Background: an optimization exercise with open tools, aiming at a short achievable clock period and few clock cycles. Do not read the settings as production practice.
The RTL was checked by simulation tests, not by an equivalence proof against the original design.
Power figures rest on the tool's default switching activity, not on a simulated workload.

==> design/flow/design.v <==
`timescale 1ns / 1ps
module REG_FILE(
    input clk,
    input [4:0] RF_ADR1,
    input [4:0] RF_ADR2,
    input RF_EN,
    input [4:0] RF_WA,
    input [31:0] RF_WD,
    output logic [31:0] RF_RS1,
    output logic [31:0] RF_RS2
    );
    logic [31:0] ram [1:31];
    assign RF_RS1 = (RF_ADR1 == 5'd0) ? 32'd0 : ram[RF_ADR1];
    assign RF_RS2 = (RF_ADR2 == 5'd0) ? 32'd0 : ram[RF_ADR2];
    always_ff @(posedge clk) begin
        if (RF_EN && RF_WA != 5'd0)
            ram[RF_WA] <= RF_WD;
    end
endmodule
`timescale 1ns / 1ps
module OTTER_MCU(
    input RST,
    input CLK,
    output [13:0] MEM_ADDR1,
    output MEM_RDEN1,
    input [31:0] MEM_DOUT1,
    output [13:0] MEM_ADDR2,
    output MEM_RDEN2,
    output MEM_WE2,
    output [3:0] MEM_BE2,
    output [31:0] MEM_DIN2,
    input [31:0] MEM_DOUT2
    );
    localparam NB = 4;           
    logic [31:0] fpc;            
    logic        iv, i_pred;     
    logic [31:0] ipc;
    logic [NB-1:0] i_hit;
    logic        dv, d_pred;     
    logic [31:0] ir, dpc;
    logic [NB-1:0] d_hit;
    logic [NB-1:0] bt_v;
    logic [29:0]   bt_tag [0:NB-1];
    logic [31:0]   bt_tgt [0:NB-1];
    logic [1:0]    bt_ptr;       
    logic          bi_v;         
    logic [29:0]   bi_tag;
    logic [31:0]   bi_tgt;
    logic        ev, e_pred;
    logic [NB-1:0] e_hit;
    logic [31:0] epc, e_a, e_b, e_sd, e_imm, e_toff;
    logic [1:0]  e_acnt, e_bcnt;  
    logic        e_sub, e_f_add, e_f_sll, e_f_slt, e_f_sltu, e_f_xor, e_f_sr, e_sra,
                 e_f_or, e_f_and, e_f_link;
    logic        e_br, e_jal, e_jalr, e_load, e_store, e_wen;
    logic [2:0]  e_f3;
    logic [4:0]  e_rd;
    logic        mv, m_wen, m_load, m_we, m_re;
    logic [4:0]  m_rd;
    logic [31:0] m_res, m_din;
    logic [13:0] m_addr;
    logic [3:0]  m_be;
    logic [2:0]  m_f3;
    logic [1:0]  m_alo;
    logic        wv, w_wen, w_load;
    logic [4:0]  w_rd;
    logic [31:0] w_res;
    logic [2:0]  w_f3;
    logic [1:0]  w_alo;
    wire stall = (e_acnt != 2'd0) | (e_bcnt != 2'd0);
    assign MEM_ADDR1 = fpc[15:2];
    assign MEM_RDEN1 = ~stall;
    logic [NB-1:0] f_hit;
    logic [31:0]   f_ptgt;
    always_comb begin
        f_ptgt = 32'd0;
        for (int i = 0; i < NB; i++) begin
            f_hit[i] = bt_v[i] & (bt_tag[i] == fpc[31:2]);
            f_ptgt = f_ptgt | ({32{f_hit[i]}} & bt_tgt[i]);
        end
    end
    wire f_pred = |f_hit;
    wire [6:0] opc = ir[6:0];
    wire [2:0] f3  = ir[14:12];
    wire [4:0] rd  = ir[11:7];
    wire [4:0] rs1 = ir[19:15];
    wire [4:0] rs2 = ir[24:20];
    wire d_lui   = (opc == 7'b0110111);
    wire d_auipc = (opc == 7'b0010111);
    wire d_jal   = (opc == 7'b1101111);
    wire d_jalr  = (opc == 7'b1100111);
    wire d_br    = (opc == 7'b1100011);
    wire d_load  = (opc == 7'b0000011);
    wire d_store = (opc == 7'b0100011);
    wire d_opimm = (opc == 7'b0010011);
    wire d_op    = (opc == 7'b0110011);
    wire d_alu   = d_op | d_opimm;
    wire d_use1 = ~(d_lui | d_auipc | d_jal);
    wire d_use2 = d_br | d_store | d_op;
    wire d_wen  = (d_lui | d_auipc | d_jal | d_jalr | d_load | d_alu) & (rd != 5'd0);
    wire [31:0] imm_i = {{21{ir[31]}}, ir[30:20]};
    wire [31:0] imm_s = {{21{ir[31]}}, ir[30:25], ir[11:7]};
    wire [31:0] imm_b = {{20{ir[31]}}, ir[7], ir[30:25], ir[11:8], 1'b0};
    wire [31:0] imm_u = {ir[31:12], 12'd0};
    wire [31:0] imm_j = {{12{ir[31]}}, ir[19:12], ir[20], ir[30:21], 1'b0};
    wire [31:0] rf_a, rf_b;
    wire        rf_we;
    wire [31:0] w_wd;
    REG_FILE reg_file(.clk(CLK), .RF_ADR1(rs1), .RF_ADR2(rs2), .RF_EN(rf_we),
        .RF_WA(w_rd), .RF_WD(w_wd), .RF_RS1(rf_a), .RF_RS2(rf_b));
    wire d_fa_e = ev & e_wen & (rs1 == e_rd);
    wire d_fb_e = ev & e_wen & (rs2 == e_rd);
    wire d_fa_m = mv & m_wen & (rs1 == m_rd);
    wire d_fb_m = mv & m_wen & (rs2 == m_rd);
    wire d_fa_w = wv & w_wen & (rs1 == w_rd);
    wire d_fb_w = wv & w_wen & (rs2 == w_rd);
    wire [32:0] sum33 = {1'b0, e_a} + {1'b0, e_b ^ {32{e_sub}}} + {32'd0, e_sub};
    wire [31:0] sum = sum33[31:0];
    wire        ltu = ~sum33[32];
    wire        lt  = (e_a[31] ^ e_b[31]) ? e_a[31] : ltu;
    wire        eq  = (e_a == e_b);
    wire [4:0]  sh  = e_b[4:0];
    wire [31:0] sll = e_a << sh;
    wire [31:0] srv = $signed({e_sra & e_a[31], e_a}) >>> sh;
    wire [31:0] seq = epc + 32'd4;
    wire [31:0] res = ({32{e_f_add}}  & sum)
                    | ({32{e_f_sll}}  & sll)
                    | ({32{e_f_slt}}  & {31'd0, lt})
                    | ({32{e_f_sltu}} & {31'd0, ltu})
                    | ({32{e_f_xor}}  & (e_a ^ e_b))
                    | ({32{e_f_sr}}   & srv)
                    | ({32{e_f_or}}   & (e_a | e_b))
                    | ({32{e_f_and}}  & (e_a & e_b))
                    | ({32{e_f_link}} & seq);
    logic cond;
    always_comb begin
        case (e_f3[2:1])
            2'b00:   cond = eq;
            2'b10:   cond = lt;
            default: cond = ltu;
        endcase
        cond = cond ^ e_f3[0];
    end
    wire [31:0] agu  = e_a + e_imm;
    wire [31:0] btgt = epc + e_toff;
    wire [31:0] rtgt = e_pred ? seq : (e_jalr ? agu : btgt);
    wire taken    = e_jal | e_jalr | (e_br & cond);
    wire e_go     = ev & ~stall;
    wire redirect = e_go & (taken ^ e_pred);
    logic [3:0] be;
    always_comb begin
        case (e_f3[1:0])
            2'b00:   be = 4'b0001 << agu[1:0];
            2'b01:   be = agu[1] ? 4'b1100 : 4'b0011;
            default: be = 4'b1111;
        endcase
    end
    assign MEM_ADDR2 = m_addr;
    assign MEM_RDEN2 = m_re;
    assign MEM_WE2   = m_we;
    assign MEM_BE2   = m_be;
    assign MEM_DIN2  = m_din;
    logic [31:0] ld;
    always_comb begin
        logic [31:0] shd;
        shd = MEM_DOUT2 >> {w_alo, 3'b000};
        case (w_f3[1:0])
            2'b00:   ld = w_f3[2] ? {24'd0, shd[7:0]}  : {{24{shd[7]}}, shd[7:0]};
            2'b01:   ld = w_f3[2] ? {16'd0, shd[15:0]} : {{16{shd[15]}}, shd[15:0]};
            default: ld = MEM_DOUT2;
        endcase
    end
    assign w_wd  = w_load ? ld : w_res;
    assign rf_we = wv & w_wen;
    wire [31:0] fa = d_fa_e ? res : d_fa_m ? m_res : d_fa_w ? w_wd : rf_a;
    wire [31:0] fb = d_fb_e ? res : d_fb_m ? m_res : d_fb_w ? w_wd : rf_b;
    function automatic [31:0] repl(input [31:0] v, input [1:0] sz);
        case (sz)
            2'b00:   repl = {4{v[7:0]}};
            2'b01:   repl = {2{v[15:0]}};
            default: repl = v;
        endcase
    endfunction
    always_ff @(posedge CLK) begin
        if (RST) begin
            fpc    <= 32'd0;
            iv     <= 1'b0;
            dv     <= 1'b0;
            ev     <= 1'b0;
            mv     <= 1'b0;
            m_we   <= 1'b0;
            wv     <= 1'b0;
            e_acnt <= 2'd0;
            e_bcnt <= 2'd0;
            bt_v   <= '0;
            bt_ptr <= '0;
            bi_v   <= 1'b0;
        end else begin
            mv   <= e_go;
            m_we <= e_go & e_store;
            wv   <= mv;
            bi_v <= e_go & taken & ~e_pred & (e_br | e_jal);
            if (bi_v) begin
                bt_v[bt_ptr] <= 1'b1;
                bt_ptr <= bt_ptr + 1'b1;
            end
            if (stall) begin
                if (e_acnt != 2'd0) e_acnt <= e_acnt - 2'd1;
                if (e_bcnt != 2'd0) e_bcnt <= e_bcnt - 2'd1;
            end else begin
                if (e_go & e_pred & ~taken) bt_v <= bt_v & ~e_hit;
                ev <= dv & ~redirect;
                e_acnt <= (dv & ~redirect & d_use1 & d_fa_e & e_load) ? 2'd2 :
                          (dv & ~redirect & d_use1 & ~d_fa_e & d_fa_m & m_load) ? 2'd1 : 2'd0;
                e_bcnt <= (dv & ~redirect & d_use2 & d_fb_e & e_load) ? 2'd2 :
                          (dv & ~redirect & d_use2 & ~d_fb_e & d_fb_m & m_load) ? 2'd1 : 2'd0;
                if (redirect) begin
                    fpc <= rtgt;
                    iv  <= 1'b0;
                    dv  <= 1'b0;
                end else begin
                    fpc <= f_pred ? f_ptgt : fpc + 32'd4;
                    iv  <= 1'b1;
                    dv  <= iv;
                end
            end
        end
    end
    always_ff @(posedge CLK) begin
        w_wen  <= m_wen;
        w_load <= m_load;
        w_rd   <= m_rd;
        w_res  <= m_res;
        w_f3   <= m_f3;
        w_alo  <= m_alo;
        m_wen  <= e_wen;
        m_load <= e_load;
        m_re   <= e_go & e_load;
        m_rd   <= e_rd;
        m_res  <= res;
        m_f3   <= e_f3;
        m_alo  <= agu[1:0];
        m_addr <= agu[15:2];
        m_be   <= be;
        m_din  <= e_sd;
        bi_tag <= epc[31:2];
        bi_tgt <= btgt;
        if (bi_v) begin
            bt_tag[bt_ptr] <= bi_tag;
            bt_tgt[bt_ptr] <= bi_tgt;
        end
        if (stall) begin
            if (e_acnt == 2'd1) e_a <= w_wd;
            if (e_bcnt == 2'd1) begin
                e_b  <= w_wd;
                e_sd <= repl(w_wd, e_f3[1:0]);
            end
        end else begin
            begin
                ipc    <= fpc;
                i_pred <= f_pred;
                i_hit  <= f_hit;
                ir     <= MEM_DOUT1;
                dpc    <= ipc;
                d_pred <= i_pred;
                d_hit  <= i_hit;
            end
            epc      <= dpc;
            e_pred   <= d_pred;
            e_hit    <= d_hit;
            e_a      <= d_lui ? 32'd0 : (d_auipc ? dpc : fa);
            e_b      <= (d_op | d_br | d_store) ? fb : (d_lui | d_auipc) ? imm_u : imm_i;
            e_sd     <= repl(fb, f3[1:0]);
            e_imm    <= d_store ? imm_s : imm_i;
            e_toff   <= d_br ? imm_b : imm_j;
            e_sub    <= (d_op & (((f3 == 3'b000) & ir[30]) | (f3[2:1] == 2'b01)))
                      | (d_opimm & (f3[2:1] == 2'b01)) | d_br;
            e_f_add  <= (d_alu & (f3 == 3'b000)) | d_lui | d_auipc;
            e_f_sll  <= d_alu & (f3 == 3'b001);
            e_f_slt  <= d_alu & (f3 == 3'b010);
            e_f_sltu <= d_alu & (f3 == 3'b011);
            e_f_xor  <= d_alu & (f3 == 3'b100);
            e_f_sr   <= d_alu & (f3 == 3'b101);
            e_sra    <= ir[30];
            e_f_or   <= d_alu & (f3 == 3'b110);
            e_f_and  <= d_alu & (f3 == 3'b111);
            e_f_link <= d_jal | d_jalr;
            e_br     <= d_br & (f3[2:1] != 2'b01);
            e_jal    <= d_jal;
            e_jalr   <= d_jalr;
            e_load   <= d_load;
            e_store  <= d_store;
            e_wen    <= d_wen;
            e_f3     <= f3;
            e_rd     <= rd;
        end
    end
endmodule
==> design/flow/run.sh <==
#!/bin/bash
# synth_recipe.tcl (not shown) runs the flow's synth.tcl, then flattens the netlist and writes it again
# the make line also repeats each setting of config.mk as NAME=value (left out here)
make -C /OpenROAD-flow-scripts/flow DESIGN_CONFIG=/design/flow/config.mk WORK_HOME=/design/flow/orfs CLKGATE_MAP_FILE= SYNTH_SCRIPT=/design/flow/synth_recipe.tcl finish
==> design/flow/config.mk <==
export PLATFORM = sky130hd
export DESIGN_NAME = OTTER_MCU
export DESIGN_NICKNAME = OTTER_MCU
export VERILOG_FILES = /design/flow/design.v
export SDC_FILE = /design/flow/constraint.sdc
export NUM_CORES = 4
export LEC_CHECK = 0
export ABC_CLOCK_PERIOD_IN_PS = 3000
export CAP_MARGIN = 20
export CORE_MARGIN = 2
export CORE_UTILIZATION = 40
export GPL_TIMING_DRIVEN = 1
export SETUP_SLACK_MARGIN = 5
export SLEW_MARGIN = 20
export TNS_END_PERCENT = 100
==> design/flow/constraint.sdc <==
create_clock -name core_clock -period 11.0 [get_ports {CLK}]
set_input_delay 2.2000 -clock core_clock [delete_from_list [all_inputs] [get_ports {CLK}]]
set_output_delay 2.2000 -clock core_clock [all_outputs]
set_load 0.01 [all_outputs]
==> results of run 1 <==
[final cells by class]
class | instances | area share (%)
Clock buffer | 251 | 5.01
Antenna cell | 9 | 0.0224
Sequential cell | 1788 | 50.9
Clock inverter | 95 | 1.09
Multi-Input combinational cell | 3819 | 35.7
Inverter | 152 | 0.576
Timing Repair Buffer | 341 | 2.99
Tap cell | 2975 | 3.71
[synth_stat cells (all sizes together), types with 14 or more instances]
cell type / n
and3: 31
nand2: 330
a31oi: 48
xnor2: 127
a21oi: 320
inv: 146
a221o: 14
nor4: 44
a22oi: 56
nand3: 70
o2bb2ai: 20
a21o: 62
o21a: 26
nor2: 417
o31ai: 19
and2: 16
a22o: 25
a311oi: 14
o21bai: 14
dfxtp: 260
o22ai: 25
o311ai: 16
a211oi: 148
mux2i: 209
o221ai: 33
clkbuf: 254
nand2b: 25
nand4: 49
o211ai: 83
nor2b: 28
or3: 20
ha: 171
a221oi: 56
nor3: 65
xor2: 182
edfxtp: 1528
buf: 204
mux4: 598
mux2: 48
o21ai: 249
[through the flow]
| step | utilization [%] | hold WS [ns] | area [um2] |
|---|---|---|---|
| global route | 45.2 | 0.338 | 100000 |
| CTS | 45.2 | 0.327 | 100000 |
| global placement | 42.4 | 0.316 | 94100 |
| floorplan | - | 0.310 | 89200 |
| detailed placement | 42.4 | 0.313 | 94100 |
| finish | 45.2 | 0.327 | 100000 |
[what timing repair did]
action                     CTS  global route
setup endpoints to repair    0            19
gates resized for setup      0             2
hold buffers                 0             0
[power by group through the flow]
stage / clock network (W) / registers [W] / logic [W]
floorplan: 0 / 0.00988 / 0.00882
global placement: 0 / 0.0107 / 0.0139
detailed placement: 0 / 0.0107 / 0.0139
CTS: 0.00644 / 0.0105 / 0.0140
global route: 0.00671 / 0.0106 / 0.0150
finish: 0.00637 / 0.0106 / 0.0143
[worst register-to-register path, cell delays in order (launching register included)]
cell and delay (ns):
edfxtp_1 0.32, buf_4 0.45, mux2_2 0.47, fa_1 0.46
a211oi_1 0.34, o211ai_2 0.20, and4bb_2 0.30, o2111ai_2 0.53
a211oi_2 0.21, nor3_4 0.69, mux2_4 0.56, nor2_1 0.58
nand4_1 0.17, a21oi_1 0.16
[routing by layer]
layer | track usage (%) | routed length, um
met4 | 16.6 | 22500
met1 | 38.0 | 128000
met2 | 45.6 | 155000
met3 | 5.14 | 30300
met5 | 0 | 27
[layout by cell type (no fill, tap or decap), types with 62 or more instances in the layout]
master           count
a211oi_1           145
a21o_1              62
a21oi_1            308
buf_4              201
clkbuf_16          188
clkdlybuf4s50_1    131
dfxtp_1            249
edfxtp_1          1528
ha_1               171
inv_1              138
mux2i_1            203
mux4_2             590
nand2_1            326
nand3_1             70
nor2_1             386
nor3_1              62
o211ai_1            81
o21ai_0            240
xnor2_1            125
xor2_1             182
[cell families after synthesis]
| group | Yosys count | synth area share (%) |
|---|---|---|
| AO/OA/AOI/OAI | 1329 | 10.1 |
| XOR/XNOR | 309 | 3.03 |
| adder cells (fa/ha/maj) | 174 | 2.47 |
| buffers and inverters | 610 | 3.10 |
| flip-flops | 1788 | 57.3 |
| multiplexers | 855 | 18.1 |
| AND/OR/NAND/NOR | 1152 | 5.95 |
[path summary, 6_finish.rpt]
path,start,to,depth (start not counted)
hold reg to reg,m_f3[0]$_DFF_P_,w_f3[0]$_DFF_P_,0
setup / recovery,e_b[0]$_DFFE_PP_,e_bcnt[1]$_SDFFE_PP0P_,13
hold / removal,m_f3[0]$_DFF_P_,w_f3[0]$_DFF_P_,0
setup reg to reg,e_b[0]$_DFFE_PP_,e_bcnt[1]$_SDFFE_PP0P_,13
==> flow_metrics.tcl, run 1 <==
set metrics [dict create \
    path_clk_slew_ns 0.07 \
    register_area_um2 51100 \
    synth.top_cell.area_share_pct 51.4 \
    stdcell_count 9430 \
    fp.dieW_um 476 \
    hold_class "flip-flop to flip-flop" \
    fin_skew_ns 0.0586 \
    startpoint_type "flip-flop" \
    worst_pin_slew_ns 1.28 \
    overflow 0 \
    grt_usage_pct 29.0 \
    place_congestion 0.995 \
    path_class "flip-flop to flip-flop" \
    status "timing/DRC/antenna clean" \
    max_clock_freq_mhz 181 \
    drcViolationCount 0 \
    layout_worst_path_cycle_share_pct 50.2 \
    switchingPower_w 0.0134 \
    synthDistinctLibCells 108 \
    antenna_found_initial 21 \
    seqPwrFrac_pct 33.8 \
    finalSetupViolations 0 \
    rsz0062_at_grt "no" \
    power_density_nw_per_um2 311 \
    critPathMaxFanout 36 \
    dieArea_um2 227000 \
    sw_frac_of_total_pct 42.9 \
    placedCellCount 9072 \
    synth-seq-cells 1788 \
    ys_warn_count 2 \
    path_delay_family "simple AND/OR/NAND/NOR gates" \
    insertion_delay_ns 0.88 \
    max_flop_register "reg_file.ram" \
    internal_power_w 0.0179 \
    syn-num-nets 6457 \
    ant_nets 0 \
    total_power_w 0.0313 \
    seq_area_frac_synth_pct 57.3 \
    netlist_instances 6217 \
    syn_area_um2 89200 \
    first_global_vias 58893 \
    syn_area_per_cell_um2 14.3 \
    synth-async-reset-ratio_pct 0 \
    viasPerCell 6.40 \
    synth_edf_count 1528 \
    port_buffers 132 \
    clock_power_share_pct 20.4 \
    p_comb_share_pct 45.8 \
    critPathSlowestCell "nor3_4" \
    crit_path_max_incr_delay_ns 0.69 \
    final_max_slew_viol_count 0 \
    fin_nets 6530 \
    cts_setup_buffers 0 \
    cts_buffers 188 \
    top_regs "reg_file.ram (992), bt_tgt (128), bt_tag (120)" \
    grt_max_degree 114 \
    dp_hpwl_um 223000 \
    vias 60396 \
    core_um2 222000 \
    ctsRootBufferMaster "clkbuf_16" \
    htreeDepth 4 \
    max_slew_margin_pct 14.3 \
    cts_buffer_depth 3 \
    dr.pass1.iters 7 \
    reg2reg_slack_ns 5.48 \
    worstSetupEndpointType "flip-flop" \
    leakagePower_nw 34.4 \
    ys.flop_type "edfxtp_1" \
    crit_path_cell_trace "buf_4, mux2_2, fa_1, a211oi_1, o211ai_2, and4bb_2, o2111ai_2, a211oi_2, nor3_4, mux2_4, nor2_1, nand4_1, a21oi_1" \
    arrival_ns 6.28 \
    drive_above_1_share_pct 19.6 \
    wl_um 336000 \
    initialDrtViolationCount 7731 \
    synth_area_leaders "edfxtp_1, mux4_2, dfxtp_1" \
    irDropWorstVdd_mv 0.165 \
    place_ws_ns 4.95 \
    die_h_um 476 \
    start_util_pct 40.2 \
    avgRoutedWirePerCell_um 35.6 \
    cts_tree "yes" \
    tns_ns 0 \
    row_count 173 \
    largest_reg_flops 992 \
    netlist.top_cell.by_area "edfxtp_1" \
    io-pin-count 133 \
    drv_cap 0 \
    clkSinkCount 1788 \
    fillers 19503 \
    cp_num_buf_inv 1 \
    grt_pass1_wl_um 466000 \
    worstPathRequired_ns 11.76 \
    hold_viol_final 0 \
    area_growth_syn_to_layout_pct 12.5 \
    fin_ws_ns 5.48 \
    finalCriticalPeriod_ns 5.52 \
    multi_input_area_um2 35800 \
]
Testbench counts, summed over its fixed seeds: cycles 69,064.
==> inputs of run 2 (changes only) <==
--- a/design/flow/design.v
+++ b/design/flow/design.v
@@ -32,11 +32,12 @@
     input [31:0] MEM_DOUT2
     );
     localparam NB = 4;           
+    localparam SPRED_BNE = 1'b1;
     logic [31:0] fpc;            
     logic        iv, i_pred;     
     logic [31:0] ipc;
     logic [NB-1:0] i_hit;
-    logic        dv, d_pred;     
+    logic        dv, d_pred, d_bp;  
     logic [31:0] ir, dpc;
     logic [NB-1:0] d_hit;
     logic [NB-1:0] bt_v;
@@ -46,9 +47,9 @@
     logic          bi_v;         
     logic [29:0]   bi_tag;
     logic [31:0]   bi_tgt;
-    logic        ev, e_pred;
+    logic        ev, e_pred, e_bp;  
     logic [NB-1:0] e_hit;
-    logic [31:0] epc, e_a, e_b, e_sd, e_imm, e_toff;
+    logic [31:0] epc, e_a, e_b, e_bn, e_sd, e_imm, e_toff;  
     logic [1:0]  e_acnt, e_bcnt;  
     logic        e_sub, e_f_add, e_f_sll, e_f_slt, e_f_sltu, e_f_xor, e_f_sr, e_sra,
                  e_f_or, e_f_and, e_f_link;
@@ -67,7 +68,7 @@
     logic [31:0] w_res;
     logic [2:0]  w_f3;
     logic [1:0]  w_alo;
-    wire stall = (e_acnt != 2'd0) | (e_bcnt != 2'd0);
+    wire stall = ev & ((e_acnt != 2'd0) | (e_bcnt != 2'd0));
     assign MEM_ADDR1 = fpc[15:2];
     assign MEM_RDEN1 = ~stall;
     logic [NB-1:0] f_hit;
@@ -80,6 +81,13 @@
         end
     end
     wire f_pred = |f_hit;
+    wire [31:0] inst = MEM_DOUT1;
+    wire i_jal = (inst[6:0] == 7'b1101111);
+    wire i_br  = (inst[6:0] == 7'b1100011) & (inst[14:13] != 2'b01);
+    wire i_st  = iv & ~i_pred & (i_jal | (i_br & (inst[31] | SPRED_BNE & (inst[14:12] == 3'b001))));
+    wire [31:0] i_off = i_jal ? {{12{inst[31]}}, inst[19:12], inst[20], inst[30:21], 1'b0}
+                              : {{20{inst[31]}}, inst[7], inst[30:25], inst[11:8], 1'b0};
+    wire [31:0] i_tgt = ipc + i_off;
     wire [6:0] opc = ir[6:0];
     wire [2:0] f3  = ir[14:12];
     wire [4:0] rd  = ir[11:7];
@@ -114,7 +122,7 @@
     wire d_fb_m = mv & m_wen & (rs2 == m_rd);
     wire d_fa_w = wv & w_wen & (rs1 == w_rd);
     wire d_fb_w = wv & w_wen & (rs2 == w_rd);
-    wire [32:0] sum33 = {1'b0, e_a} + {1'b0, e_b ^ {32{e_sub}}} + {32'd0, e_sub};
+    wire [32:0] sum33 = {1'b0, e_a} + {1'b0, e_bn} + {32'd0, e_sub};
     wire [31:0] sum = sum33[31:0];
     wire        ltu = ~sum33[32];
     wire        lt  = (e_a[31] ^ e_b[31]) ? e_a[31] : ltu;
@@ -174,6 +182,9 @@
     assign rf_we = wv & w_wen;
     wire [31:0] fa = d_fa_e ? res : d_fa_m ? m_res : d_fa_w ? w_wd : rf_a;
     wire [31:0] fb = d_fb_e ? res : d_fb_m ? m_res : d_fb_w ? w_wd : rf_b;
+    wire [31:0] d_bv  = (d_op | d_br | d_store) ? fb : (d_lui | d_auipc) ? imm_u : imm_i;
+    wire        d_sub = (d_op & (((f3 == 3'b000) & ir[30]) | (f3[2:1] == 2'b01)))
+                      | (d_opimm & (f3[2:1] == 2'b01)) | d_br;
     function automatic [31:0] repl(input [31:0] v, input [1:0] sz);
         case (sz)
             2'b00:   repl = {4{v[7:0]}};
@@ -199,7 +210,7 @@
             mv   <= e_go;
             m_we <= e_go & e_store;
             wv   <= mv;
-            bi_v <= e_go & taken & ~e_pred & (e_br | e_jal);
+            bi_v <= e_go & taken & ~e_bp & (e_br | e_jal);
             if (bi_v) begin
                 bt_v[bt_ptr] <= 1'b1;
                 bt_ptr <= bt_ptr + 1'b1;
@@ -208,16 +219,20 @@
                 if (e_acnt != 2'd0) e_acnt <= e_acnt - 2'd1;
                 if (e_bcnt != 2'd0) e_bcnt <= e_bcnt - 2'd1;
             end else begin
-                if (e_go & e_pred & ~taken) bt_v <= bt_v & ~e_hit;
+                if (e_go & e_bp & ~taken) bt_v <= bt_v & ~e_hit;
                 ev <= dv & ~redirect;
-                e_acnt <= (dv & ~redirect & d_use1 & d_fa_e & e_load) ? 2'd2 :
-                          (dv & ~redirect & d_use1 & ~d_fa_e & d_fa_m & m_load) ? 2'd1 : 2'd0;
-                e_bcnt <= (dv & ~redirect & d_use2 & d_fb_e & e_load) ? 2'd2 :
-                          (dv & ~redirect & d_use2 & ~d_fb_e & d_fb_m & m_load) ? 2'd1 : 2'd0;
+                e_acnt <= (d_use1 & d_fa_e & e_load) ? 2'd2 :
+                          (d_use1 & ~d_fa_e & d_fa_m & m_load) ? 2'd1 : 2'd0;
+                e_bcnt <= (d_use2 & d_fb_e & e_load) ? 2'd2 :
+                          (d_use2 & ~d_fb_e & d_fb_m & m_load) ? 2'd1 : 2'd0;
                 if (redirect) begin
                     fpc <= rtgt;
                     iv  <= 1'b0;
                     dv  <= 1'b0;
+                end else if (i_st) begin
+                    fpc <= i_tgt;
+                    iv  <= 1'b0;
+                    dv  <= 1'b1;
                 end else begin
                     fpc <= f_pred ? f_ptgt : fpc + 32'd4;
                     iv  <= 1'b1;
@@ -253,6 +268,7 @@
             if (e_acnt == 2'd1) e_a <= w_wd;
             if (e_bcnt == 2'd1) begin
                 e_b  <= w_wd;
+                e_bn <= w_wd ^ {32{e_sub}};
                 e_sd <= repl(w_wd, e_f3[1:0]);
             end
         end else begin
@@ -260,21 +276,23 @@
                 ipc    <= fpc;
                 i_pred <= f_pred;
                 i_hit  <= f_hit;
-                ir     <= MEM_DOUT1;
+                ir     <= inst;
                 dpc    <= ipc;
-                d_pred <= i_pred;
+                d_pred <= i_pred | i_st;
+                d_bp   <= i_pred;
                 d_hit  <= i_hit;
             end
             epc      <= dpc;
             e_pred   <= d_pred;
+            e_bp     <= d_bp;
             e_hit    <= d_hit;
             e_a      <= d_lui ? 32'd0 : (d_auipc ? dpc : fa);
-            e_b      <= (d_op | d_br | d_store) ? fb : (d_lui | d_auipc) ? imm_u : imm_i;
+            e_b      <= d_bv;
+            e_bn     <= d_bv ^ {32{d_sub}};
             e_sd     <= repl(fb, f3[1:0]);
             e_imm    <= d_store ? imm_s : imm_i;
             e_toff   <= d_br ? imm_b : imm_j;
-            e_sub    <= (d_op & (((f3 == 3'b000) & ir[30]) | (f3[2:1] == 2'b01)))
-                      | (d_opimm & (f3[2:1] == 2'b01)) | d_br;
+            e_sub    <= d_sub;
             e_f_add  <= (d_alu & (f3 == 3'b000)) | d_lui | d_auipc;
             e_f_sll  <= d_alu & (f3 == 3'b001);
             e_f_slt  <= d_alu & (f3 == 3'b010);
==> design/flow/flow/run.sh (new file) <==
#!/bin/bash
set -euo pipefail
bash standard.sh SETUP_SLACK_MARGIN=7 finish > standard.log 2>&1
==> design/flow/standard.sh (new file) <==
#!/bin/bash
# synth_recipe.tcl (not shown) runs the flow's synth.tcl, then flattens the netlist and writes it again
# the make line also repeats each setting of config.mk as NAME=value (left out here)
make -C /OpenROAD-flow-scripts/flow DESIGN_CONFIG=/design/flow/config.mk WORK_HOME=/design/flow/orfs CLKGATE_MAP_FILE= SYNTH_SCRIPT=/design/flow/synth_recipe.tcl "${@:-finish}"
removed: design/flow/run.sh
==> flow_metrics.tcl, run 2 <==
set metrics [dict create \
    ctsRootBufferMaster "clkbuf_16" \
    irDropWorstVdd_mv 0.131 \
    path_class "primary input to flip-flop" \
    final_max_slew_viol_count 0 \
    cts_hold_buf 0 \
    register_area_um2 52200 \
    fp.dieW_um 487 \
    grt_max_degree 95 \
    antenna_found_initial 27 \
    synth.top_cell.area_share_pct 50.4 \
    start_util_pct 40.1 \
    cts_buffer_depth 3 \
    multi_input_area_um2 40800 \
    arrival_ns 5.73 \
    hold_viol_final 0 \
    path_clk_slew_ns 0.06 \
    finalCriticalPeriod_ns 4.97 \
    worstSetupEndpointType "flip-flop" \
    status "timing/DRC/antenna clean" \
    final_common_cell "edfxtp_1" \
    drv_cap 0 \
    vias 67616 \
    ant_nets 0 \
    largest_reg_flops 992 \
    cts_buffers 193 \
    synth_most_common_cell "edfxtp_1" \
    power_density_nw_per_um2 157 \
    viasPerCell 6.60 \
    dieArea_um2 237000 \
    grt_usage_pct 30.4 \
    area_growth_syn_to_layout_pct 19.0 \
    netlist.top_cell.by_area "edfxtp_1" \
    ys_warn_count 2 \
    place_congestion 0.998 \
    drcViolationCount 0 \
    synth_commonest_cells "edfxtp_1, mux4_2, nor2_1" \
    cp_num_buf_inv 3 \
    crit_top_cell "buf_6" \
    synthDistinctLibCells 95 \
    io-pin-count 133 \
    synth-seq-cells 1822 \
    fin_hold_ws_ns 0.329 \
    r2r-start "epc[9]$_DFFE_PN_" \
    fin_skew_ns 0.0990 \
    hold_class "flip-flop to flip-flop" \
    max_flop_register "reg_file.ram" \
    die_h_um 487 \
    htreeDepth 4 \
    final_cell_mix "edfxtp_1, mux4_2, nor2_1, buf_4, nand2_1" \
    core_um2 232000 \
    crit_path_cell_trace "buf_8, nor2b_4, nand4_1, nor2_4, buf_6, mux2_4, ha_4, fa_2, a21oi_2, nand4b_1, a31oi_4, buf_6, a311oi_4, o21bai_1, a21o_1, a211oi_2, o31a_1, nor3_2, a221o_1" \
    max_clock_freq_mhz 201 \
    worst_pin_slew_ns 1.14 \
    grt_pass1_wl_um 506000 \
    avgRoutedWirePerCell_um 36.2 \
    path_delay_family "compound AO/OA/AOI/OAI gates" \
    startpoint_type "primary input" \
    tns_ns 0 \
    first_global_vias 63166 \
    port_buffers 132 \
    synth-async-reset-ratio_pct 0 \
    ys.flop_type "edfxtp_1" \
    synth_area_leaders "edfxtp_1, mux4_2, dfxtp_1" \
    leakagePower_nw 38.9 \
    initialDrtViolationCount 10877 \
    top_regs "reg_file.ram (992), bt_tgt (128), bt_tag (120)" \
    wl_um 371000 \
    seq_area_frac_synth_pct 55.9 \
    dr.pass1.iters 6 \
    insertion_delay_ns 0.88 \
    drive_above_1_share_pct 26.8 \
    netlist_instances 6674 \
    overflow 0 \
    critPathMaxFanout 3 \
    layout_worst_path_cycle_share_pct 45.1 \
    syn-num-nets 6946 \
    syn_area_um2 93200 \
    critPathSlowestCell "fa_2" \
    synth_edf_count 1562 \
    dp_hpwl_um 232000 \
    syn_area_per_cell_um2 14.0 \
    crit_path_max_incr_delay_ns 0.35 \
    cts_tree "yes" \
    worstPathRequired_ns 11.76 \
    fillers 20006 \
    hold_start "m_f3[0]$_DFF_P_" \
    cp-startpoint "MEM_DOUT1[4]" \
    rsz0062_at_grt "yes" \
    row_count 177 \
    clkSinkCount 1822 \
    fin_nets 7295 \
    finalSetupViolations 0 \
    max_slew_margin_pct 23.8 \
]
## run 2: metrics by stage
stage,worst slack (ns),total power (W),cells,area [um2],util [%]
2_1_floorplan,5.61,0.00934,6674,93700,-
3_3_place_gp,3.98,0.0103,9524,98400,42.4
3_5_place_dp,4.01,0.0103,9524,98400,42.4
4_1_cts,6.05,0.0173,10085,109000,46.8
5_1_grt,5.90,0.0179,10233,111000,47.7
6_report,6.03,0.0174,10244,111000,47.7
## run 2: worst paths after layout
check / cells after the start / slack [ns] / endpoint
max: 19 / 6.03 / fpc[23]$_SDFFE_PP0N_
min: 0 / 0.33 / w_f3[0]$_DFF_P_
max reg2reg: 11 / 6.50 / fpc[30]$_SDFFE_PP0N_
min reg2reg: 0 / 0.33 / w_f3[0]$_DFF_P_
## run 2: logic make-up (layout without fill, tap and decap cells)
group                      count (synthesis)  count (layout)  share of synthesized area [%]
AOI/OAI and AO/OA                       1479            1483                           10.6
xor gates and xnor gates                 343             343                           3.23
adders and majority gates                206             206                           2.81
buffers and inverters                    665            1172                           2.95
DFF                                     1822            1822                           55.9
muxes                                    890             892                           18.1
other                                      0              13                              0
and+or+nand+nor                         1269            1270                           6.36
## run 2: what timing repair did
item / 4_1_cts / 5_1_grt
pin swaps: 94 / 129
cloned: 37 / 9
endpoints found under the setup margin: 761 / 232
setup buffers: 164 / 136
resized for setup: 419 / 195
## run 2: power breakdown
part           internal, W  switching, W
Clock              0.00396       0.00296
Combinational      0.00108       0.00153
Sequential         0.00765      0.000253
## run 2: layout make-up
class,instances,area share [%]
flip-flops and latches,1822,47.1
inverters,175,0.684
clock buffers,243,4.74
well taps,3043,3.44
clock inverters,117,1.32
multi-input cells,4194,36.8
diodes,13,0.0294
repair buffers,618,5.76
repair inverters,19,0.110
## run 2: worst register-to-register path: cells and delay by family (launching register included)
family | cells | cell delay, ns
fa+ha+maj | 1 | 0.41
simple gates | 2 | 0.27
flops | 1 | 0.80
compound gates | 8 | 2.92
## run 2: layer usage
| layer | wire, um | GRT usage [%] | part of all wire (%) |
|---|---|---|---|
| met3 | 43700 | 6.99 | 12 |
| met2 | 162000 | 45.1 | 44 |
| met1 | 141000 | 41.7 | 38 |
| met4 | 23800 | 15.7 | 6.4 |
| met5 | 111 | 0 | 0.030 |
Testbench counts of run 2, summed over its fixed seeds: cycles 65,102.
==> inputs of run 3 (changes only) <==
--- a/design/flow/design.v
+++ b/design/flow/design.v
@@ -54,6 +54,8 @@
     logic        e_sub, e_f_add, e_f_sll, e_f_slt, e_f_sltu, e_f_xor, e_f_sr, e_sra,
                  e_f_or, e_f_and, e_f_link;
     logic        e_br, e_jal, e_jalr, e_load, e_store, e_wen;
+    logic        j_v;            
+    logic [31:0] j_tgt;
     logic [2:0]  e_f3;
     logic [4:0]  e_rd;
     logic        mv, m_wen, m_load, m_we, m_re;
@@ -151,8 +153,9 @@
     end
     wire [31:0] agu  = e_a + e_imm;
     wire [31:0] btgt = epc + e_toff;
-    wire [31:0] rtgt = e_pred ? seq : (e_jalr ? agu : btgt);
-    wire taken    = e_jal | e_jalr | (e_br & cond);
+    wire [31:0] rtgt = e_pred ? seq : btgt;
+    wire taken    = e_jal | (e_br & cond);
+    wire jsq      = e_go & e_jalr;
     wire e_go     = ev & ~stall;
     wire redirect = e_go & (taken ^ e_pred);
     logic [3:0] be;
@@ -206,7 +209,9 @@
             bt_v   <= '0;
             bt_ptr <= '0;
             bi_v   <= 1'b0;
+            j_v    <= 1'b0;
         end else begin
+            j_v  <= jsq;
             mv   <= e_go;
             m_we <= e_go & e_store;
             wv   <= mv;
@@ -220,12 +225,16 @@
                 if (e_bcnt != 2'd0) e_bcnt <= e_bcnt - 2'd1;
             end else begin
                 if (e_go & e_bp & ~taken) bt_v <= bt_v & ~e_hit;
-                ev <= dv & ~redirect;
+                ev <= dv & ~redirect & ~jsq;
                 e_acnt <= (d_use1 & d_fa_e & e_load) ? 2'd2 :
                           (d_use1 & ~d_fa_e & d_fa_m & m_load) ? 2'd1 : 2'd0;
                 e_bcnt <= (d_use2 & d_fb_e & e_load) ? 2'd2 :
                           (d_use2 & ~d_fb_e & d_fb_m & m_load) ? 2'd1 : 2'd0;
-                if (redirect) begin
+                if (j_v) begin
+                    fpc <= j_tgt;
+                    iv  <= 1'b0;
+                    dv  <= 1'b0;
+                end else if (redirect | jsq) begin
                     fpc <= rtgt;
                     iv  <= 1'b0;
                     dv  <= 1'b0;
@@ -258,6 +267,7 @@
         m_addr <= agu[15:2];
         m_be   <= be;
         m_din  <= e_sd;
+        j_tgt  <= agu;
         bi_tag <= epc[31:2];
         bi_tgt <= btgt;
         if (bi_v) begin
==> flow_metrics.tcl, run 3 <==
set metrics [dict create \
    leakagePower_nw 39.9 \
    startpoint_type "primary input" \
    final_max_slew_viol_count 0 \
    worstPathRequired_ns 11.77 \
    placedCellCount 9567 \
    viasPerCell 6.57 \
    drive_above_1_share_pct 28.6 \
    cts_tree "yes" \
    synth.top_cell.area_share_pct 50.3 \
    synth_edf_count 1562 \
    irDropWorstVdd_mv 0.141 \
    total_power_w 0.0172 \
    dp_hpwl_um 225000 \
    largest_reg_flops 992 \
    row_count 177 \
    place_congestion 0.994 \
    finalCriticalPeriod_ns 5.05 \
    worstSetupEndpointType "flip-flop" \
    synth-async-reset-ratio_pct 0 \
    synth_area_leaders "edfxtp_1, mux4_2, dfxtp_1" \
    power_density_nw_per_um2 152 \
    synth_commonest_cells "edfxtp_1, mux4_2, nor2_1" \
    critPathMaxFanout 5 \
    initialDrtViolationCount 10377 \
    wl_um 374000 \
    syn-num-nets 6974 \
    status "timing/DRC/antenna clean" \
    place_area_um2 98700 \
    rsz0062_at_grt "yes" \
    reg2reg_slack_ns 6.60 \
    top_regs "reg_file.ram (992), bt_tgt (128), bt_tag (120)" \
    avgRoutedWirePerCell_um 36.1 \
    arrival_ns 5.83 \
    hold_class "flip-flop to flip-flop" \
    syn_area_um2 93300 \
    finalSetupViolations 0 \
    min_path_cells 0 \
    overflow 0 \
    synth-seq-cells 1839 \
    htreeDepth 4 \
    r2r_cells 17 \
    grt_max_degree 149 \
    netlist.top_cell.by_area "edfxtp_1" \
    synth_most_common_cell "edfxtp_1" \
    path_class "primary input to flip-flop" \
    ys.flop_type "edfxtp_1" \
    final_area_um2 113000 \
    insertion_delay_ns 0.92 \
    layout_worst_path_cycle_share_pct 45.9 \
    syn_area_per_cell_um2 13.9 \
    ctsRootBufferMaster "clkbuf_16" \
    stdcell_count 10358 \
    final_common_cell "edfxtp_1" \
    path_clk_slew_ns 0.07 \
    area_growth_syn_to_layout_pct 20.8 \
    port_buffers 132 \
    hold_viol_final 0 \
    start_util_pct 40.2 \
    die_h_um 487 \
    netlist_instances 6702 \
    grt_usage_pct 30.5 \
    worst_pin_slew_ns 1.11 \
    fin_skew_ns 0.123 \
    grt_pass1_wl_um 510000 \
    cts_buffer_depth 3 \
    fin_nets 7404 \
    vias 68099 \
    final_cell_mix "edfxtp_1, mux4_2, nor2_1, nand2_1, buf_4" \
    cts_hold_buf 0 \
    dr.pass1.iters 6 \
    ant_nets 0 \
    dieArea_um2 237000 \
    antenna_found_initial 33 \
    first_global_vias 64380 \
    fp.dieW_um 487 \
    io-pin-count 133 \
    fillers 19600 \
    cts_buffers 196 \
    synthDistinctLibCells 98 \
    max_clock_freq_mhz 198 \
    core_um2 232000 \
    ys_warn_count 2 \
    max_slew_margin_pct 26.0 \
    seq_area_frac_synth_pct 56.2 \
    drcViolationCount 0 \
    max_flop_register "reg_file.ram" \
    clkSinkCount 1839 \
    tns_ns 0 \
    drv_cap 0 \
]
run 3: cell count changes after synthesis, sizes merged, moves of 29 or more:
cell    change
a21oi      +53
a22oi      -30
xor2       +34
nand2      +29
inv        -29
o221ai     -43
nand4      -33
nor2       +44
buf        +33
run 3: metrics by stage:
stage	setup slack, ns	hold WS, ns	util, %
5_1_grt	5.83	0.329	48.5
3_5_place_dp	4.23	0.315	42.5
6_report	5.95	0.325	48.5
2_1_floorplan	5.51	0.310	-
4_1_cts	5.91	0.317	47.5
3_3_place_gp	4.17	0.313	42.5
run 3: final cells by class:
class / count / area [um2] / area share, %
well taps: 3043 / 3810 / 3.38
repair inverters: 4 / 33.8 / 0.0300
inverters: 146 / 579 / 0.514
diodes: 13 / 32.5 / 0.0289
clock inverters: 122 / 1420 / 1.26
multi-input cells: 4235 / 41300 / 36.6
repair buffers: 710 / 7810 / 6.93
flip-flops and latches: 1839 / 52500 / 46.6
clock buffers: 246 / 5200 / 4.62
run 3: logic make-up (layout without fill, tap and decap cells):
kind of cell	after synthesis	count (layout)	synth area share, %
multiplexers	883	883	17.9
flip-flops	1839	1839	56.2
adder cells (fa/ha/maj)	206	206	2.80
buffers and inverters	643	1228	3.08
AND/OR/NAND/NOR	1325	1326	6.54
other	0	13	0
AO/OA/AOI/OAI	1451	1465	10.2
XOR/XNOR	355	355	3.33
run 3: worst paths after layout:
kind / start / end
worst max-delay path: MEM_DOUT1[4] / fpc[28]$_SDFFE_PP0N_
worst min-delay path: m_f3[1]$_DFF_P_ / w_f3[1]$_DFF_P_
worst min register to register: m_f3[1]$_DFF_P_ / w_f3[1]$_DFF_P_
worst max register to register: e_a[17]$_DFFE_PP_ / fpc[19]$_SDFFE_PP0N_
run 3: what timing repair did:
| action | in CTS | in global routing |
|---|---|---|
| pin swaps | 135 | 199 |
| endpoints found under the setup margin | 740 | 324 |
| gates cloned | 44 | 8 |
| hold endpoints to repair | 0 | 0 |
| gates resized for setup | 572 | 283 |
| setup buffers | 243 | 115 |
run 3: where the power goes:
part | switching (W) | internal (W) | leakage (nW)
clock network | 0.00296 | 0.00388 | 3.20
logic | 0.00140 | 0.00105 | 19.3
registers | 0.000214 | 0.00769 | 17.4
total | 0.00457 | 0.0126 | 39.9
run 3: critical path, stage by stage:
cell	delay (ns)
buf_8	0.10
nor2b_4	0.09
nand4_1	0.15
nor2_4	0.14
buf_12	0.13
buf_8	0.10
buf_6	0.11
nor2b_4	0.05
buf_6	0.12
a21o_1	0.18
ha_4	0.26
buf_6	0.13
a21o_1	0.18
a21o_1	0.16
a21oi_2	0.17
o21ai_2	0.11
a221oi_4	0.41
buf_4	0.19
o31ai_4	0.06
a21o_1	0.21
a21oi_2	0.15
xor2_1	0.15
o211ai_1	0.09
and3_1	0.16
run 3: metal layers:
layer  vias to the layer above  track usage (%)  routed length (um)
li1                      27379                -                   -
met1                     34779             39.9              137000
met2                      4863             46.0              166000
met3                      1064             7.60               44300
met4                        14             18.1               26700
met5                         -                0                 101
Testbench counts of run 3, summed over its fixed seeds: cycles 65,634.
==> inputs of run 4 (changes only) <==
--- a/design/flow/design.v
+++ b/design/flow/design.v
@@ -49,7 +49,7 @@
     logic [31:0]   bi_tgt;
     logic        ev, e_pred, e_bp;  
     logic [NB-1:0] e_hit;
-    logic [31:0] epc, e_a, e_b, e_bn, e_sd, e_imm, e_toff;  
+    logic [31:0] epc, e_seq, e_btgt, e_a, e_b, e_bn, e_sd, e_imm;  
     logic [1:0]  e_acnt, e_bcnt;  
     logic        e_sub, e_f_add, e_f_sll, e_f_slt, e_f_sltu, e_f_xor, e_f_sr, e_sra,
                  e_f_or, e_f_and, e_f_link;
@@ -70,7 +70,7 @@
     logic [31:0] w_res;
     logic [2:0]  w_f3;
     logic [1:0]  w_alo;
-    wire stall = ev & ((e_acnt != 2'd0) | (e_bcnt != 2'd0));
+    logic stall;                 
     assign MEM_ADDR1 = fpc[15:2];
     assign MEM_RDEN1 = ~stall;
     logic [NB-1:0] f_hit;
@@ -84,12 +84,6 @@
     end
     wire f_pred = |f_hit;
     wire [31:0] inst = MEM_DOUT1;
-    wire i_jal = (inst[6:0] == 7'b1101111);
-    wire i_br  = (inst[6:0] == 7'b1100011) & (inst[14:13] != 2'b01);
-    wire i_st  = iv & ~i_pred & (i_jal | (i_br & (inst[31] | SPRED_BNE & (inst[14:12] == 3'b001))));
-    wire [31:0] i_off = i_jal ? {{12{inst[31]}}, inst[19:12], inst[20], inst[30:21], 1'b0}
-                              : {{20{inst[31]}}, inst[7], inst[30:25], inst[11:8], 1'b0};
-    wire [31:0] i_tgt = ipc + i_off;
     wire [6:0] opc = ir[6:0];
     wire [2:0] f3  = ir[14:12];
     wire [4:0] rd  = ir[11:7];
@@ -113,6 +107,9 @@
     wire [31:0] imm_b = {{20{ir[31]}}, ir[7], ir[30:25], ir[11:8], 1'b0};
     wire [31:0] imm_u = {ir[31:12], 12'd0};
     wire [31:0] imm_j = {{12{ir[31]}}, ir[19:12], ir[20], ir[30:21], 1'b0};
+    wire [31:0] d_tgt = dpc + (d_jal ? imm_j : imm_b);
+    wire d_brv = d_br & (f3[2:1] != 2'b01);
+    wire d_st  = dv & ~d_pred & (d_jal | (d_brv & (ir[31] | SPRED_BNE & (f3 == 3'b001))));
     wire [31:0] rf_a, rf_b;
     wire        rf_we;
     wire [31:0] w_wd;
@@ -132,7 +129,7 @@
     wire [4:0]  sh  = e_b[4:0];
     wire [31:0] sll = e_a << sh;
     wire [31:0] srv = $signed({e_sra & e_a[31], e_a}) >>> sh;
-    wire [31:0] seq = epc + 32'd4;
+    wire [31:0] seq = e_seq;
     wire [31:0] res = ({32{e_f_add}}  & sum)
                     | ({32{e_f_sll}}  & sll)
                     | ({32{e_f_slt}}  & {31'd0, lt})
@@ -152,7 +149,7 @@
         cond = cond ^ e_f3[0];
     end
     wire [31:0] agu  = e_a + e_imm;
-    wire [31:0] btgt = epc + e_toff;
+    wire [31:0] btgt = e_btgt;
     wire [31:0] rtgt = e_pred ? seq : btgt;
     wire taken    = e_jal | (e_br & cond);
     wire jsq      = e_go & e_jalr;
@@ -185,6 +182,10 @@
     assign rf_we = wv & w_wen;
     wire [31:0] fa = d_fa_e ? res : d_fa_m ? m_res : d_fa_w ? w_wd : rf_a;
     wire [31:0] fb = d_fb_e ? res : d_fb_m ? m_res : d_fb_w ? w_wd : rf_b;
+    wire [1:0] n_acnt = (d_use1 & d_fa_e & e_load) ? 2'd2 :
+                        (d_use1 & ~d_fa_e & d_fa_m & m_load) ? 2'd1 : 2'd0;
+    wire [1:0] n_bcnt = (d_use2 & d_fb_e & e_load) ? 2'd2 :
+                        (d_use2 & ~d_fb_e & d_fb_m & m_load) ? 2'd1 : 2'd0;
     wire [31:0] d_bv  = (d_op | d_br | d_store) ? fb : (d_lui | d_auipc) ? imm_u : imm_i;
     wire        d_sub = (d_op & (((f3 == 3'b000) & ir[30]) | (f3[2:1] == 2'b01)))
                       | (d_opimm & (f3[2:1] == 2'b01)) | d_br;
@@ -206,6 +207,7 @@
             wv     <= 1'b0;
             e_acnt <= 2'd0;
             e_bcnt <= 2'd0;
+            stall  <= 1'b0;
             bt_v   <= '0;
             bt_ptr <= '0;
             bi_v   <= 1'b0;
@@ -223,13 +225,13 @@
             if (stall) begin
                 if (e_acnt != 2'd0) e_acnt <= e_acnt - 2'd1;
                 if (e_bcnt != 2'd0) e_bcnt <= e_bcnt - 2'd1;
+                stall <= (e_acnt == 2'd2) | (e_bcnt == 2'd2);
             end else begin
                 if (e_go & e_bp & ~taken) bt_v <= bt_v & ~e_hit;
                 ev <= dv & ~redirect & ~jsq;
-                e_acnt <= (d_use1 & d_fa_e & e_load) ? 2'd2 :
-                          (d_use1 & ~d_fa_e & d_fa_m & m_load) ? 2'd1 : 2'd0;
-                e_bcnt <= (d_use2 & d_fb_e & e_load) ? 2'd2 :
-                          (d_use2 & ~d_fb_e & d_fb_m & m_load) ? 2'd1 : 2'd0;
+                e_acnt <= n_acnt;
+                e_bcnt <= n_bcnt;
+                stall  <= dv & ~redirect & ~jsq & ((n_acnt != 2'd0) | (n_bcnt != 2'd0));
                 if (j_v) begin
                     fpc <= j_tgt;
                     iv  <= 1'b0;
@@ -238,10 +240,10 @@
                     fpc <= rtgt;
                     iv  <= 1'b0;
                     dv  <= 1'b0;
-                end else if (i_st) begin
-                    fpc <= i_tgt;
+                end else if (d_st) begin
+                    fpc <= d_tgt;
                     iv  <= 1'b0;
-                    dv  <= 1'b1;
+                    dv  <= 1'b0;
                 end else begin
                     fpc <= f_pred ? f_ptgt : fpc + 32'd4;
                     iv  <= 1'b1;
@@ -288,12 +290,14 @@
                 i_hit  <= f_hit;
                 ir     <= inst;
                 dpc    <= ipc;
-                d_pred <= i_pred | i_st;
+                d_pred <= i_pred;
                 d_bp   <= i_pred;
                 d_hit  <= i_hit;
             end
             epc      <= dpc;
-            e_pred   <= d_pred;
+            e_pred   <= d_pred | d_st;
+            e_seq    <= dpc + 32'd4;
+            e_btgt   <= d_tgt;
             e_bp     <= d_bp;
             e_hit    <= d_hit;
             e_a      <= d_lui ? 32'd0 : (d_auipc ? dpc : fa);
@@ -301,7 +305,6 @@
             e_bn     <= d_bv ^ {32{d_sub}};
             e_sd     <= repl(fb, f3[1:0]);
             e_imm    <= d_store ? imm_s : imm_i;
-            e_toff   <= d_br ? imm_b : imm_j;
             e_sub    <= d_sub;
             e_f_add  <= (d_alu & (f3 == 3'b000)) | d_lui | d_auipc;
             e_f_sll  <= d_alu & (f3 == 3'b001);
==> flow_metrics.tcl, run 4 <==
set metrics [dict create \
    status "timing/DRC/antenna clean" \
    stdcell_count 10019 \
    finalSetupViolations 0 \
    multi_input_area_um2 39100 \
    synthDistinctLibCells 94 \
    path_class "primary input to flip-flop" \
    netlist_instances 6430 \
    fp.dieW_um 487 \
    syn_area_um2 93300 \
    leakagePower_nw 38.1 \
    cts_buffers 200 \
    rr_endpoint "fpc[30]$_SDFFE_PP0N_" \
    drcViolationCount 0 \
    register_area_um2 54000 \
    netlist.top_cell.by_area "edfxtp_1" \
    insertion_delay_ns 0.88 \
    htreeDepth 4 \
    grt_max_degree 104 \
    area_growth_syn_to_layout_pct 18.6 \
    row_count 177 \
    r2r-start "ir[2]$_DFFE_PN_" \
    syn-num-nets 6673 \
    clkSinkCount 1887 \
    irDropWorstVdd_mv 0.118 \
    top_regs "reg_file.ram (992), bt_tgt (128), bt_tag (120)" \
    drive_above_1_share_pct 27.9 \
    overflow 0 \
    worstSetupEndpointType "flip-flop" \
    power_density_nw_per_um2 156 \
    largest_reg_flops 992 \
    vias 65587 \
    worstPathRequired_ns 11.57 \
    rsz0062_at_grt "yes" \
    tns_ns 0 \
    synth.top_cell.area_share_pct 51.8 \
    fillers 19669 \
    grt_pass1_wl_um 485000 \
    initialDrtViolationCount 9724 \
    path_clk_slew_ns 0.06 \
    final_common_cell "edfxtp_1" \
    reg2reg_slack_ns 6.86 \
    wl_um 355000 \
    place_area_um2 98200 \
    grt_usage_pct 28.9 \
    start_util_pct 40.2 \
    cp-startpoint "MEM_DOUT2[15]" \
    cts_buffer_depth 3 \
    fin_nets 7023 \
    max_clock_freq_mhz 235 \
    cts_tree "yes" \
    finalCriticalPeriod_ns 4.25 \
    first_global_vias 62031 \
    ant_nets 0 \
    drv_cap 0 \
    startpoint_type "primary input" \
    synth_edf_count 1609 \
    layout_worst_path_cycle_share_pct 38.7 \
    synth-async-reset-ratio_pct 0 \
    cts_hold_buf 0 \
    antenna_found_initial 32 \
    io-pin-count 133 \
    hold_viol_final 0 \
    die_h_um 487 \
    final_max_slew_viol_count 0 \
    final_area_um2 111000 \
    dp_hpwl_um 216000 \
    arrival_ns 4.82 \
    syn_area_per_cell_um2 14.5 \
    dr.pass1.iters 9 \
    core_um2 232000 \
    viasPerCell 6.55 \
    synth-seq-cells 1887 \
    ys.flop_type "edfxtp_1" \
    ctsRootBufferMaster "clkbuf_16" \
    dieArea_um2 237000 \
    max_flop_register "reg_file.ram" \
    avgRoutedWirePerCell_um 35.4 \
    place_congestion 1.01 \
    synth_area_leaders "edfxtp_1, mux4_2, dfxtp_1" \
    worst_pin_slew_ns 1.22 \
    final_cell_mix "edfxtp_1, mux4_2, buf_4, nor2_1, nand2_1" \
    fin_hold_ws_ns 0.321 \
    seq_area_frac_synth_pct 57.8 \
    synth_commonest_cells "edfxtp_1, mux4_2, nor2_1" \
    ys_warn_count 2 \
    port_buffers 132 \
    hold_class "flip-flop to flip-flop" \
    synth_most_common_cell "edfxtp_1" \
    critPathMaxFanout 6 \
    r2r_cells 19 \
    fin_skew_ns 0.0865 \
    max_slew_margin_pct 18.6 \
    total_power_w 0.0172 \
    setup.worst_path.end "e_bn[26]$_DFFE_PP_" \
    placedCellCount 9292 \
]
## run 4: changes by cell type after synthesis, moves of 26 or more
| cell | before | now |
|---|---|---|
| nor2_1 | 471 | 371 |
| a21oi_1 | 372 | 275 |
| o21ai_0 | 301 | 214 |
| nand2_1 | 393 | 325 |
| xor2_1 | 117 | 61 |
| o221ai_1 | 14 | 64 |
| edfxtp_1 | 1562 | 1609 |
| o21ai_1 | 15 | 55 |
| xnor2_1 | 238 | 276 |
| a211oi_1 | 124 | 160 |
| inv_1 | 142 | 178 |
| nand3_1 | 97 | 67 |
| ha_1 | 201 | 173 |
| a311oi_1 | 4 | 30 |
## run 4: how the worst min path moves through the flow
stage	start	to	slack, ns	cells after the start
after CTS	epc[6]$_DFFE_PN_	bi_tag[4]$_DFF_P_	0.32	0
final	epc[6]$_DFFE_PN_	bi_tag[4]$_DFF_P_	0.32	0
after global routing	epc[6]$_DFFE_PN_	bi_tag[4]$_DFF_P_	0.33	0
after floorplan	m_f3[0]$_DFF_P_	w_f3[0]$_DFF_P_	0.31	0
after detailed placement	m_f3[0]$_DFF_P_	w_f3[0]$_DFF_P_	0.32	0
after global placement	m_f3[1]$_DFF_P_	w_f3[1]$_DFF_P_	0.31	0
## run 4: kinds of logic (layout without fill, tap and decap cells)
kind of cell / after synthesis / count (layout) / share of synthesized area, %
xor gates and xnor gates: 337 / 337 / 3.16
AOI/OAI and AO/OA: 1390 / 1392 / 10.3
other: 0 / 21 / 0
buffers and inverters: 665 / 1183 / 3.08
adders and majority gates: 177 / 177 / 2.41
and+or+nand+nor: 1096 / 1101 / 5.54
muxes: 878 / 878 / 17.8
DFF: 1887 / 1887 / 57.8
## run 4: repair_timing
item | 4_1_cts | 5_1_grt
pin swaps | 102 | 146
buffers inserted | 183 | 94
setup endpoints to repair | 813 | 356
resized for setup | 411 | 270
gates cloned | 35 | 14
## run 4: stage by stage
stage	util (%)	setup WS (ns)
after global routing	47.6	6.69
final	47.6	6.75
after floorplan	-	6.05
after global placement	42.3	4.85
after CTS	46.6	6.85
after detailed placement	42.3	4.84
## run 4: worst max-delay path: stages
cell	delay, ns
buf_8	0.10
mux2_4	0.27
mux4_2	0.50
a31oi_4	0.24
buf_6	0.13
buf_12	0.14
buf_4	0.12
nand2_2	0.05
o21ai_4	0.09
o22ai_2	0.11
nor2_2	0.18
o2bb2ai_2	0.09
a221oi_2	0.34
xnor2_1	0.16
a21oi_1	0.09
## run 4: layout make-up
| class | instances | share of cell area [%] |
|---|---|---|
| sequential | 1887 | 48.8 |
| multi-input combinational | 3885 | 35.3 |
| timing repair buffer | 601 | 5.57 |
| clock buffer | 244 | 4.76 |
| tap | 3043 | 3.44 |
| clock inverter | 133 | 1.21 |
| inverter | 183 | 0.762 |
| timing repair inverter | 22 | 0.122 |
| antenna | 21 | 0.0475 |
## run 4: per-layer routing
layer	GRT usage (%)	wire length, um	vias up
met2	44.3	159000	4426
met4	16.5	25000	14
met1	37.7	131000	33722
met3	6.78	39800	984
li1	-	-	26441
met5	0	91	-
## run 4: power breakdown
part / switching, W / internal, W
registers: 0.000265 / 0.00790
clock network: 0.00302 / 0.00382
logic: 0.00127 / 0.000961
total: 0.00456 / 0.0127
Testbench counts of run 4, summed over its fixed seeds: cycles 67,931.
==> inputs of run 5 (changes only) <==
--- a/design/flow/design.v
+++ b/design/flow/design.v
@@ -54,8 +54,6 @@
     logic        e_sub, e_f_add, e_f_sll, e_f_slt, e_f_sltu, e_f_xor, e_f_sr, e_sra,
                  e_f_or, e_f_and, e_f_link;
     logic        e_br, e_jal, e_jalr, e_load, e_store, e_wen;
-    logic        j_v;            
-    logic [31:0] j_tgt;
     logic [2:0]  e_f3;
     logic [4:0]  e_rd;
     logic        mv, m_wen, m_load, m_we, m_re;
@@ -150,9 +148,8 @@
     end
     wire [31:0] agu  = e_a + e_imm;
     wire [31:0] btgt = e_btgt;
-    wire [31:0] rtgt = e_pred ? seq : btgt;
-    wire taken    = e_jal | (e_br & cond);
-    wire jsq      = e_go & e_jalr;
+    wire [31:0] rtgt = e_pred ? seq : (e_jalr ? agu : btgt);
+    wire taken    = e_jal | e_jalr | (e_br & cond);
     wire e_go     = ev & ~stall;
     wire redirect = e_go & (taken ^ e_pred);
     logic [3:0] be;
@@ -211,9 +208,7 @@
             bt_v   <= '0;
             bt_ptr <= '0;
             bi_v   <= 1'b0;
-            j_v    <= 1'b0;
         end else begin
-            j_v  <= jsq;
             mv   <= e_go;
             m_we <= e_go & e_store;
             wv   <= mv;
@@ -228,15 +223,11 @@
                 stall <= (e_acnt == 2'd2) | (e_bcnt == 2'd2);
             end else begin
                 if (e_go & e_bp & ~taken) bt_v <= bt_v & ~e_hit;
-                ev <= dv & ~redirect & ~jsq;
+                ev <= dv & ~redirect;
                 e_acnt <= n_acnt;
                 e_bcnt <= n_bcnt;
-                stall  <= dv & ~redirect & ~jsq & ((n_acnt != 2'd0) | (n_bcnt != 2'd0));
-                if (j_v) begin
-                    fpc <= j_tgt;
-                    iv  <= 1'b0;
-                    dv  <= 1'b0;
-                end else if (redirect | jsq) begin
+                stall  <= dv & ~redirect & ((n_acnt != 2'd0) | (n_bcnt != 2'd0));
+                if (redirect) begin
                     fpc <= rtgt;
                     iv  <= 1'b0;
                     dv  <= 1'b0;
@@ -269,7 +260,6 @@
         m_addr <= agu[15:2];
         m_be   <= be;
         m_din  <= e_sd;
-        j_tgt  <= agu;
         bi_tag <= epc[31:2];
         bi_tgt <= btgt;
         if (bi_v) begin
==> flow_metrics.tcl, run 5 <==
set metrics [dict create \
    status "timing/DRC/antenna clean" \
    max_slew_margin_pct 11.9 \
    cts_tree "yes" \
    initialDrtViolationCount 9620 \
    synth_most_common_cell "edfxtp_1" \
    ys.flop_type "edfxtp_1" \
    multi_input_area_um2 38500 \
    port_buffers 132 \
    synthDistinctLibCells 95 \
    ant_nets 0 \
    vias 65312 \
    clkSinkCount 1870 \
    power_density_nw_per_um2 156 \
    syn-num-nets 6686 \
    hold_class "flip-flop to flip-flop" \
    row_count 176 \
    insertion_delay_ns 0.88 \
    ctsRootBufferMaster "clkbuf_16" \
    place_congestion 1.01 \
    ys_warn_count 2 \
    met2_length_um 162000 \
    worstSetupEndpointType "flip-flop" \
    syn_area_per_cell_um2 14.4 \
    largest_reg_flops 992 \
    seq_area_frac_synth_pct 57.6 \
    leakagePower_nw 37.2 \
    final_common_cell "edfxtp_1" \
    placedCellCount 9309 \
    fin_nets 6930 \
    core_um2 231000 \
    io-pin-count 133 \
    avgRoutedWirePerCell_um 36.4 \
    grt_max_degree 174 \
    dieArea_um2 236000 \
    top_regs "reg_file.ram (992), bt_tgt (128), bt_tag (120)" \
    highest_layer "met5" \
    drt-met1-wl_um 134000 \
    max_clock_freq_mhz 244 \
    area_growth_syn_to_layout_pct 16.6 \
    fp.dieW_um 486 \
    synth-seq-cells 1870 \
    reg2reg_slack_ns 6.95 \
    netlist.top_cell.by_area "edfxtp_1" \
    antenna_found_initial 33 \
    htreeDepth 4 \
    wl_um 361000 \
    drcViolationCount 0 \
    grt_pass1_wl_um 496000 \
    route.met3.wl_um 39900 \
    synth_commonest_cells "edfxtp_1, mux4_2, nor2_1" \
    path_class "primary input to flip-flop" \
    dp_hpwl_um 228000 \
    cts_buffer_depth 3 \
    synth_area_leaders "edfxtp_1, mux4_2, dfxtp_1" \
    grt_usage_pct 29.8 \
    rsz0062_at_grt "yes" \
    layout_worst_path_cycle_share_pct 37.3 \
    cts_buffers 196 \
    start_util_pct 40.3 \
    register_area_um2 53600 \
    max_flop_register "reg_file.ram" \
    dr.pass1.iters 6 \
    critPathMaxFanout 3 \
    hold_viol_final 0 \
    synth_edf_count 1609 \
    worstPathRequired_ns 11.55 \
    die_h_um 486 \
    final_cell_mix "edfxtp_1, mux4_2, nor2_1, nand2_1, buf_4" \
    r2r_cells 11 \
    synth-async-reset-ratio_pct 0 \
    rr_endpoint "e_sd[26]$_DFFE_PP_" \
    stdcell_count 9891 \
    synth.top_cell.area_share_pct 52.0 \
    cp-startpoint "MEM_DOUT2[10]" \
    viasPerCell 6.60 \
    finalSetupViolations 0 \
    path_clk_slew_ns 0.06 \
    overflow 0 \
    fillers 19785 \
    irDropWorstVdd_mv 0.145 \
    drv_cap 0 \
    syn_area_um2 92900 \
    netlist_instances 6443 \
    finalCriticalPeriod_ns 4.10 \
    r2r-start "e_b[0]$_DFFE_PP_" \
    first_global_vias 62381 \
    fin_skew_ns 0.0677 \
    setup.worst_path.end "e_bn[10]$_DFFE_PP_" \
    worst_pin_slew_ns 1.31 \
    tns_ns 0 \
    drive_above_1_share_pct 24.5 \
    final_max_slew_viol_count 0 \
    arrival_ns 4.65 \
    startpoint_type "primary input" \
]
==> run 5: repair_timing <==
action / in CTS / in global routing
hold endpoints to repair: 0 / 0
resized for setup: 257 / 155
buffers inserted: 113 / 57
endpoints found under the setup margin: 587 / 368
pin swaps: 29 / 70
cloned: 29 / 6
hold buffers: 0 / 0
==> run 5: through the flow <==
stage	hold slack (ns)	worst slack [ns]	area (um2)	power, W	util, %
after global placement	0.314	5.18	98200	0.0101	42.6
after detailed placement	0.320	5.12	98300	0.0101	42.6
after global routing	0.336	6.82	108000	0.0173	47.0
after floorplan	0.310	6.37	93400	0.00926	-
after CTS	0.318	6.86	107000	0.0168	46.5
final	0.322	6.90	108000	0.0169	47.0
==> run 5: critical path, stage by stage <==
cell,delay [ns]
clkdlybuf4s50_1,0.43
o21ai_0,0.90
o2bb2ai_4,0.12
a22oi_1,0.26
a21oi_1,0.11
a21o_1,0.23
a22oi_2,0.17
xor2_1,0.15
o21ai_0,0.08
==> run 5: power by group <==
group          leakage, nW  switching (W)  internal, W
Sequential            17.8       0.000212      0.00780
Clock                 3.14        0.00291      0.00377
Combinational         16.3        0.00128     0.000884
Total                 37.2        0.00441       0.0125
==> run 5: worst min path at each step <==
stage | startpoint | end | slack [ns] | cells past startpoint
3_5_place_dp | m_f3[1]$_DFF_P_ | w_f3[1]$_DFF_P_ | 0.32 | 0
3_3_place_gp | m_f3[1]$_DFF_P_ | w_f3[1]$_DFF_P_ | 0.31 | 0
5_1_grt | epc[19]$_DFFE_PN_ | bi_tag[17]$_DFF_P_ | 0.34 | 0
6_report | epc[12]$_DFFE_PN_ | bi_tag[10]$_DFF_P_ | 0.32 | 0
4_1_cts | epc[12]$_DFFE_PN_ | bi_tag[10]$_DFF_P_ | 0.32 | 0
2_1_floorplan | m_alo[0]$_DFF_P_ | w_alo[0]$_DFF_P_ | 0.31 | 0
==> run 5: kinds of logic after synthesis <==
logic type / share of synthesized area (%)
buffers and inverters: 2.91
AOI/OAI and AO/OA: 10.3
and+or+nand+nor: 6.17
muxes: 17.6
adders and majority gates: 2.42
xor gates and xnor gates: 2.98
DFF: 57.6
==> run 5: cell type report <==
cell class	instances	area share, %
inverters	157	0.637
diodes	11	0.0254
flip-flops and latches	1870	49.5
clock inverters	91	0.918
repair buffers	505	4.82
repair inverters	15	0.0866
multi-input cells	3942	35.5
clock buffers	274	5.02
well taps	3026	3.49
==> run 5: per-layer routing <==
layer,vias to the layer above,track usage (%)
met3,915,6.79
li1,26354,-
met4,10,16.6
met2,4431,45.7
met5,-,0
met1,33602,39.3
Testbench counts of run 5, summed over its fixed seeds: cycles 67,399.

==> afterwards: timing with drivers on the ports <==
How much do the figures lean on ideal ports? The routed layouts below were timed once more, with nothing changed but the port constraints. Step 1 (the two cells are an assumption about what drives the block):
set clk [get_ports {CLK}]
set_driving_cell -lib_cell sky130_fd_sc_hd__clkbuf_16 $clk
set_driving_cell -lib_cell sky130_fd_sc_hd__buf_2 [delete_from_list [all_inputs] $clk]
Step 2 also shifts input and output timing later by t, the mid clock arrival at the registers, as if the neighbouring blocks saw the same clock. Slacks: no drivers / after step 1 / after step 2; pairs: no drivers / after step 1.
run | shift t [ns] | slack for setup (ns) | worst data-port slew with drivers (ns)
run 1 | 0.941 | 5.482 / 5.482 / 4.829 | 0.08
run 2 | 0.918 | 6.035 / 6.076 / 5.158 | 0.05
run 3 | 0.936 | 5.949 / 5.991 / 5.055 | 0.14
run 4 | 0.932 | 6.747 / 6.791 / 5.858 | 0.12
run 5 | 0.939 | 6.901 / 6.950 / 6.018 | 0.15
After both steps setup and hold are still met in every run listed. The setup slack of run 3, which loses most, moves by +0.042 ns with the drivers and by -0.894 ns with both steps.
